From an optimization exercise on the open Yosys and OpenROAD flow, aimed at small area; shortcuts taken in it are not production practice. The RTL was checked by simulation tests, not by an equivalence proof against the original design. In this run the design's own scripts or RTL, not TritonCTS, make the clock network. No driver is modelled on the clock port, so clock power and skew are understated where the tree is cut down; a real chip needs a root buffer or a tree. Power and IR drop assume default switching activity.

==> flow/design.v <==
module LCDTestor
(
	clk,rst_n,key_in,
	vga_r,vga_g,vga_b,
	vga_hsy,vga_vsy,vga_clk,vga_de,
	led,led1
);
input clk;
input rst_n, key_in;
output [7:0] vga_r;
output [7:0] vga_g;
output [7:0] vga_b;
output vga_hsy, vga_vsy;
output vga_clk, vga_de;
output reg led;
output reg led1;
reg [3:0] sw;		 
wire run = ~&sw;
reg [23:0] cq;		 
localparam [23:0] CPOL = 24'haaaaaa;
wire [23:0] cyc = run ? (cq ^ CPOL) : 24'd1;
wire cyc_z = ~|cyc[22:0];
always @(posedge clk)
	cq <= {cyc[22:0], cyc[23]^cyc[22]^cyc[21]^cyc[16]^cyc_z} ^ CPOL;
always @(posedge clk or negedge rst_n)
	if (!rst_n) led1 <= 1'b0;
	else if (cyc_z & ~cyc[23]) led1 <= ~led1;
localparam [31:0] T0  = 32'hc6f68ac0;
localparam [31:0] POL = 32'haaaaaaaa;
reg key_now, key_pre;
wire key_neg = ~key_now & key_pre;
reg [31:0] tq;
wire [31:0] tb = run ? (tq ^ POL) : T0;
wire t_z = ~|tb[30:0];
wire t_fb = tb[31]^tb[21]^tb[1]^tb[0]^t_z;
reg ko, ko_d;
always @(posedge clk)
	ko_d <= ko;
always @(posedge clk)
	tq <= key_neg ? (T0 ^ POL) : ({tb[30:0], t_fb} ^ POL);
always @(posedge clk or negedge rst_n)
	if (!rst_n) begin
		key_now <= 1'b1;
		key_pre <= 1'b1;
		ko <= 1'b0;
		led <= 1'b1;
		sw <= 4'd15;
	end else begin
		key_now <= key_in;
		key_pre <= key_now;
		ko <= t_z & ~tb[31] & ~key_in;
		if (ko) led <= ~led;
		if (ko_d | ~run) sw <= (sw == 4'd8) ? 4'd0 : sw + 4'd1;
	end
reg [11:0] r;
reg [9:0] v;
reg [1:0] band;		 
wire [12:0] r_inc = {1'b0, r} + 13'd1;
wire line_end = (r == 12'd1454);
wire v_last = v[9] & v[8] & v[5] & v[2] & v[0];	 
wire v_act = (v >= 10'd35) && (v < 10'd635);
wire [1:0] v_band = (v < 10'd185) ? 2'd0 : (v < 10'd335) ? 2'd1 : (v < 10'd485) ? 2'd2 : 2'd3;
always @(posedge clk or negedge rst_n)
	if (!rst_n) begin
		r <= 12'd1454;
		v <= 10'd805;
	end else begin
		r <= r_inc[11:0] | (r_inc[12] ? 12'd1408 : 12'd0);
		if (line_end) v <= v_last ? 10'd0 : v + 10'd1;
	end
always @(posedge clk)
	if (r == 12'd2047 && v_act) band <= v_band;
assign vga_clk = r[0];
assign vga_hsy = (r >= 12'd1455) && (r <= 12'd1726);
assign vga_vsy = (v < 10'd6);
assign vga_de  = r_inc[11] & v_act;
wire ld = r[11] & v_act;
wire [7:0] xv = ld ? r[10:3] : 8'hff;
wire [7:0] gv = {band, (ld ? r[10:8] : 3'b111), 3'b000};
reg [7:0] vr, vg, vb;
always @* begin
	case (sw)
	4'd0: begin vr = 8'hff; vg = 8'h00; vb = 8'h00; end
	4'd1: begin vr = 8'h00; vg = 8'hff; vb = 8'h00; end
	4'd2: begin vr = 8'h00; vg = 8'h00; vb = 8'hff; end
	4'd4: begin vr = 8'hff; vg = 8'hff; vb = 8'hff; end
	4'd5: begin vr = xv;    vg = 8'h00; vb = 8'h00; end
	4'd6: begin vr = 8'h00; vg = xv;    vb = 8'h00; end
	4'd7: begin vr = 8'h00; vg = 8'h00; vb = xv;    end
	4'd8: begin vr = gv;    vg = gv;    vb = gv;    end
	default: begin vr = 8'h00; vg = 8'h00; vb = 8'h00; end
	endcase
end
assign vga_r = vr;
assign vga_g = vg;
assign vga_b = vb;
endmodule
==> flow/flow/run.sh <==
#!/bin/bash
# The standard layout (standard.sh), with these changes:
#  - synthesis is synth_recipe.tcl unchanged, except that yosys's abc runs
#    flow/abc_deep.script (area-oriented) instead of ORFS's speed script;
#  - port buffers are buf_1 instead of the buffer buffer_ports picks;
#  - CTS inserts no dummy loads.
# make's output goes to standard.log; ORFS writes each step's log under orfs/logs.
set -euo pipefail
export FLOW_FLOW_DIR=$PWD/flow
cat flow/abc_override.tcl synth_recipe.tcl > my_synth.tcl
export BUFFER_PORTS_ARGS="-buffer_cell sky130_fd_sc_hd__buf_1"
export CTS_ARGS="-sink_clustering_enable -repair_clock_nets -dont_use_dummy_load"
export POST_CTS_TCL=$PWD/flow/post_cts.tcl
export CLK_LEAVES=3
export CLK_LEAF_BUF=sky130_fd_sc_hd__clkbuf_16
bash standard.sh SYNTH_SCRIPT=$PWD/my_synth.tcl finish > standard.log 2>&1
==> flow/flow/abc_deep.script <==
strash
&get -n
&deepsyn -J 200 -S 1
&dch -f
&nf -R 1000
&put
topo
==> flow/flow/abc_override.tcl <==
# Prepended to synth_recipe.tcl: run yosys's abc with flow/abc_deep.script
# (an area-oriented ABC script) in place of the script ORFS picks.
proc abc {args} {
  set i [lsearch -exact $args -script]
  if {$i >= 0} {
    set args [lreplace $args $i [expr {$i + 1}] -script $::env(FLOW_FLOW_DIR)/abc_deep.script]
  }
  yosys abc {*}$args
}
==> flow/flow/collapse.tcl <==
# Rebuild the clock network as nleaf buffers of type buf, each driven
# straight from the clock port and each driving one cluster of clock
# sinks (k-means on the sink locations); the buffers CTS made are removed.
proc collapse_clock_tree { nleaf buf } {
  set block [ord::get_db_block]
  set master [[ord::get_db] findMaster $buf]
  set clknet [$block findNet clk]
  # CTS's buffers and dummy loads
  set old {}
  foreach inst [$block getInsts] {
    set n [$inst getName]
    if {[string match "clkbuf_*" $n] || [string match "clkload*" $n]} { lappend old $inst }
  }
  # clock sinks: every CLK pin
  set sinks {}
  foreach inst [$block getInsts] {
    set it [$inst findITerm CLK]
    if {$it != "NULL" && [$it getNet] != "NULL"} {
      set bb [$inst getBBox]
      lappend sinks [list [expr {([$bb xMin] + [$bb xMax]) / 2.0}] [expr {([$bb yMin] + [$bb yMax]) / 2.0}] $it]
    }
  }
  foreach b $old {
    set onet "NULL"
    set x [$b findITerm X]
    if {$x != "NULL"} { set onet [$x getNet] }
    foreach it [$b getITerms] { if {[$it getNet] != "NULL"} { $it disconnect } }
    odb::dbInst_destroy $b
    if {$onet != "NULL" && $onet != $clknet} { odb::dbNet_destroy $onet }
  }
  # k-means, centers seeded along x
  set s [lsort -real -index 0 $sinks]
  set n [llength $s]
  set cx {}; set cy {}
  for {set k 0} {$k < $nleaf} {incr k} {
    set p [lindex $s [expr {int(($k + 0.5) * $n / $nleaf)}]]
    lappend cx [lindex $p 0]; lappend cy [lindex $p 1]
  }
  for {set iter 0} {$iter < 30} {incr iter} {
    set asg {}
    foreach p $s {
      set best 0; set bd 1e30
      for {set k 0} {$k < $nleaf} {incr k} {
        set d [expr {abs([lindex $p 0] - [lindex $cx $k]) + abs([lindex $p 1] - [lindex $cy $k])}]
        if {$d < $bd} { set bd $d; set best $k }
      }
      lappend asg $best
    }
    set ncx {}; set ncy {}
    for {set k 0} {$k < $nleaf} {incr k} {
      set sx 0; set sy 0; set m 0
      foreach p $s a $asg { if {$a == $k} { set sx [expr {$sx + [lindex $p 0]}]; set sy [expr {$sy + [lindex $p 1]}]; incr m } }
      if {$m > 0} { lappend ncx [expr {$sx / $m}]; lappend ncy [expr {$sy / $m}] } else { lappend ncx [lindex $cx $k]; lappend ncy [lindex $cy $k] }
    }
    set cx $ncx; set cy $ncy
  }
  # balance: capacity-limited greedy assignment to the k-means centers,
  # most constrained sinks (largest regret) first
  set cap [expr {($n + $nleaf - 1) / $nleaf}]
  set order {}
  set idx 0
  foreach p $s {
    set ds {}
    for {set k 0} {$k < $nleaf} {incr k} {
      lappend ds [expr {abs([lindex $p 0] - [lindex $cx $k]) + abs([lindex $p 1] - [lindex $cy $k])}]
    }
    set sd [lsort -real $ds]
    lappend order [list $idx [expr {[lindex $sd 1] - [lindex $sd 0]}] $ds]
    incr idx
  }
  set order [lsort -real -decreasing -index 1 $order]
  for {set k 0} {$k < $nleaf} {incr k} { set cnt($k) 0 }
  set asg [lrepeat $n 0]
  foreach o $order {
    set ds [lindex $o 2]
    set best -1; set bd 1e30
    for {set k 0} {$k < $nleaf} {incr k} {
      if {$cnt($k) < $cap && [lindex $ds $k] < $bd} { set bd [lindex $ds $k]; set best $k }
    }
    lset asg [lindex $o 0] $best
    incr cnt($best)
  }
  # buffer at the centroid of its sinks
  for {set k 0} {$k < $nleaf} {incr k} {
    set sx 0; set sy 0; set m 0
    foreach p $s a $asg { if {$a == $k} { set sx [expr {$sx + [lindex $p 0]}]; set sy [expr {$sy + [lindex $p 1]}]; incr m } }
    if {$m > 0} { lset cx $k [expr {$sx / $m}]; lset cy $k [expr {$sy / $m}] }
  }
  for {set k 0} {$k < $nleaf} {incr k} {
    set net [odb::dbNet_create $block "clknet_leaf_$k"]
    $net setSigType CLOCK
    set inst [odb::dbInst_create $block $master "clkbuf_leaf_$k"]
    [$inst findITerm A] connect $clknet
    [$inst findITerm X] connect $net
    set m 0
    foreach p $s a $asg {
      if {$a == $k} {
        set it [lindex $p 2]
        $it disconnect
        $it connect $net
        incr m
      }
    }
    $inst setLocation [expr {int([lindex $cx $k])}] [expr {int([lindex $cy $k])}]
    $inst setPlacementStatus PLACED
    puts "clock leaf $k: $m sinks"
  }
}
==> flow/flow/post_cts.tcl <==
# POST_CTS hook: replace the CTS tree by a few leaf buffers fed from the
# clock port, then legalize and repair hold.
source $::env(FLOW_FLOW_DIR)/collapse.tcl
collapse_clock_tree $::env(CLK_LEAVES) $::env(CLK_LEAF_BUF)
detailed_placement
estimate_parasitics -placement
repair_timing -hold -hold_margin 0.05
detailed_placement
check_placement -verbose
report_clock_skew
==> flow/standard.sh <==
#!/bin/bash
# synth_recipe.tcl (not shown) runs the flow's synth.tcl, then flattens the netlist and writes it again
# the make line also repeats each setting of config.mk as NAME=value (left out here)
make -C /OpenROAD-flow-scripts/flow DESIGN_CONFIG=/design/flow/config.mk WORK_HOME=/design/flow/orfs CLKGATE_MAP_FILE= SYNTH_SCRIPT=/design/flow/synth_recipe.tcl "${@:-finish}"
==> flow/config.mk <==
export PLATFORM = sky130hd
export DESIGN_NAME = LCDTestor
export DESIGN_NICKNAME = LCDTestor
export VERILOG_FILES = /design/flow/design.v
export SDC_FILE = /design/flow/constraint.sdc
export NUM_CORES = 4
export LEC_CHECK = 0
export CAP_MARGIN = 20
export CORE_MARGIN = 2
export CORE_UTILIZATION = 80
export PLACE_DENSITY = 0.9
export SLEW_MARGIN = 20
==> flow/constraint.sdc <==
create_clock -name core_clock -period 8.0 [get_ports {clk}]
set_input_delay 1.6000 -clock core_clock [delete_from_list [all_inputs] [get_ports {clk}]]
set_output_delay 1.6000 -clock core_clock [all_outputs]
set_load 0.01 [all_outputs]
==> flow_summary.ini <==
[grt]
grt_pass1_wl_um = 13600
grt_max_degree = 32
grt_pass1_vias = 2832
antenna_found_initial = 0
grt_util_all_layers_pct = 35.5
grt_overflow = 0

[timing]
rsz0062_at_grt = false
layout_min_cycle_time_ns = 4.17
hold_viol_final = 0
slew_viol_final = 0
clock.fmax_mhz = 240
timing.slew.headroom_pct = 37.2
fin_skew_ns = 0.00458
tightestPinTransition_ns = 0.939
finalCritPeriodShare_pct = 52.1
finalSetupViolations = 0
setup_tns_ns = 0

[setup_path]
cp_num_buf_inv = 3
worstPathArrival_ns = 2.57
cp.required_ns = 6.40
crit_chain = clkinv_1 -> ha_1 -> clkinv_1 -> nor3b_1 -> a21boi_0 -> nor2_1 -> o21ai_0 -> buf_1
cp_top_family = simple AND/OR/NAND/NOR gates
rrSetupSlack_ns = 5.41
worstSetupPathType = register to output port
critPathCaptureType = output port
cpPeakStageDelay_ns = 0.72
path_depth = 8
path_max_fanout = 8
worst-r2r-cell-count = 7
critPathLaunchType = register
cpMaxStageDelayCell = nor3b_1
critPathMostFrequentCell = clkinv_1

[logic_synthesis]
synth_edf_count = 2
synth_cell_types = 40
synth_area_per_cell_um2 = 9.55
syn_inst = 362
synth_seq_cells = 90
ys_seq_area_share_pct = 57.9
ys_warn_count = 1
synth_nets = 373
synth-async-reset-ratio_pct = 34.4
synth_area_um2 = 3460
ys.flop_type = dfxtp_1

[floorplanning]
io_pins = 33
die-height_um = 69.8
die_w_um = 69.8
core-area_um2 = 4090
rows = 23
dieArea_um2 = 4870
start_util_pct = 84.6

[power]
p_sw_share_pct = 20.4
p_sw_mw = 0.144
cellPowerDensity_nw_per_um2 = 189
clkPwrFrac_pct = 24.7
leakage_nw = 1.50
seq_power_share_pct = 70.8
ir_drop_mv = 0.215
pwr-share-comb_pct = 4.5
p_int_mw = 0.560

[routing]
ant_nets = 0
drt_wl_total_um = 8370
vias = 2994
viasPerCell = 6.68
dr.pass1.iters = 7
detail_route.wl_per_cell_um = 18.7
drc = 0
drtIter0Drc = 273

[placed_design]
dpl.cell_count = 445
gp_congestion = 0.914
io_buffers = 32
dp_hpwl_um = 5330

[cells_and_area]
multi_input_area_um2 = 1410
final_cells = 448
ff_latch_area_um2 = 2000
drive_gt1_share_pct = 6.03
syn_to_final_growth_pct = 7.71
final_cell_mix = 66 x nor2_1, 57 x dfxtp_1, 35 x nand2_1
fin_nets = 411
final_common_cell = nor2_1
fillers = 167
n_antenna_cell = 0

[worst_hold_path]
hold_class = register to register
holdPathStages = 1

[clock_tree]
cts.clk_slew.worst_paths_ns = 0.10
clock_latency_ns = 0.16
clock_sinks = 90

[flow_run]
maxCapViolCount = 0

[status]
status = finished clean
## stage by stage
stage,util [%],setup slack [ns],hold WS [ns],total power [mW],instance area (µm²)
floorplan,-,4.44,0.358,0.520,3460
global placement,89.3,4.26,0.362,0.530,3650
detailed placement,89.3,4.09,0.369,0.534,3650
global route,91.2,3.61,0.400,0.721,3720
finish,91.2,3.83,0.396,0.704,3720
## sequential cells by signal, summed over array words and instances (netlist names)
| register | flops |
|---|---|
| tq | 32 |
| cq | 24 |
| r | 12 |
| v | 10 |
| sw | 4 |
| band | 2 |
| key_now | 1 |
| key_pre | 1 |
| ko | 1 |
| ko_d | 1 |
| led | 1 |
| led1 | 1 |
## cell type report
class | count | share of cell area (%)
timing repair buffer | 33 | 3.46
multi-input combinational | 260 | 37.9
tap | 50 | 1.68
inverter | 12 | 1.21
sequential | 90 | 53.7
buffer | 3 | 2.02
## path summary, 6_finish.rpt
kind	end	startpoint
worst max-delay path	vga_g[5]	sw[0]
max in group asynchronous	v[6]	rst_n
worst min-delay path	tq[13]	tq[12]
min in group asynchronous	led1	rst_n
worst max register to register	tq[0]	sw[0]
worst min register to register	tq[13]	tq[12]
## cell families after synthesis
family / count (synthesis) / synth area share, %
adder cells (fa/ha/maj): 8 / 2.89
buffers and inverters: 12 / 1.30
multiplexers: 2 / 0.615
flip-flops: 90 / 57.9
AND/OR/NAND/NOR: 165 / 22.5
AO/OA/AOI/OAI: 73 / 11.8
XOR/XNOR: 12 / 3.04
## per-layer routing
layer	up-vias	share of wire (%)	global-route usage (%)
li1	1341	-	-
met1	1422	39	43.5
met2	188	50	62.8
met3	43	7.3	6.83
met4	0	3.8	12.4
met5	-	0	0
## synth_stat cells (2+ instances only)
cell | instances | area (µm²)
dfxtp_1 | 57 | 1140
nor4_1 | 10 | 62.6
nand2b_1 | 6 | 37.5
and4_1 | 3 | 26.3
xnor2_1 | 7 | 61.3
a31oi_1 | 4 | 25.0
edfxtp_1 | 2 | 60.1
nor2b_1 | 2 | 12.5
ha_1 | 8 | 100
nor3_1 | 7 | 35.0
clkinv_1 | 12 | 45.0
nand2_1 | 35 | 131
nand3_1 | 12 | 60.1
a41oi_1 | 2 | 17.5
o21ai_0 | 26 | 130
dfstp_2 | 19 | 499
and3_1 | 7 | 43.8
nand4_1 | 9 | 56.3
a21oi_1 | 31 | 155
dfrtp_1 | 12 | 300
nor2_1 | 66 | 248
nor4b_1 | 2 | 17.5
nor3b_1 | 2 | 15.0
xor2_1 | 5 | 43.8
## power by group through the flow
| stage | clock network, mW | registers [mW] | logic (mW) |
|---|---|---|---|
| 2_1_floorplan | 0 | 0.499 | 0.0204 |
| 3_3_place_gp | 0 | 0.503 | 0.0270 |
| 3_5_place_dp | 0 | 0.504 | 0.0299 |
| 5_1_grt | 0.186 | 0.500 | 0.0352 |
| 6_report | 0.174 | 0.498 | 0.0319 |

## port drivers added, routing unchanged
No port has a modelled driver above. Below, the same layout with a new extraction and two added sets of constraints.
Step 1 sets driving cells, clkbuf_16 on the clock port and buf_2 on the other inputs (assumed; they add their load-dependent delay and slew).
Step 2 moves the port delays by t, midway between the first and last clock arrival at a register: inputs arrive t later, outputs are due t later. That takes back most of the time a late clock gives input paths.
Three values: no drivers, after step 1, after step 2; two values: the first two.
t, ns: 0.221
setup WS [ns]: 3.828 / 3.769 / 3.990
hold slack, ns: 0.396 / 0.396 / 0.396
worst setup path at the end: register to output
latest minus earliest clock arrival (ns): 0.005 / 0.005
After both steps setup and hold are still met in this run. For this run, drivers alone change the setup slack by -0.059 ns; drivers and shift together by +0.162 ns.
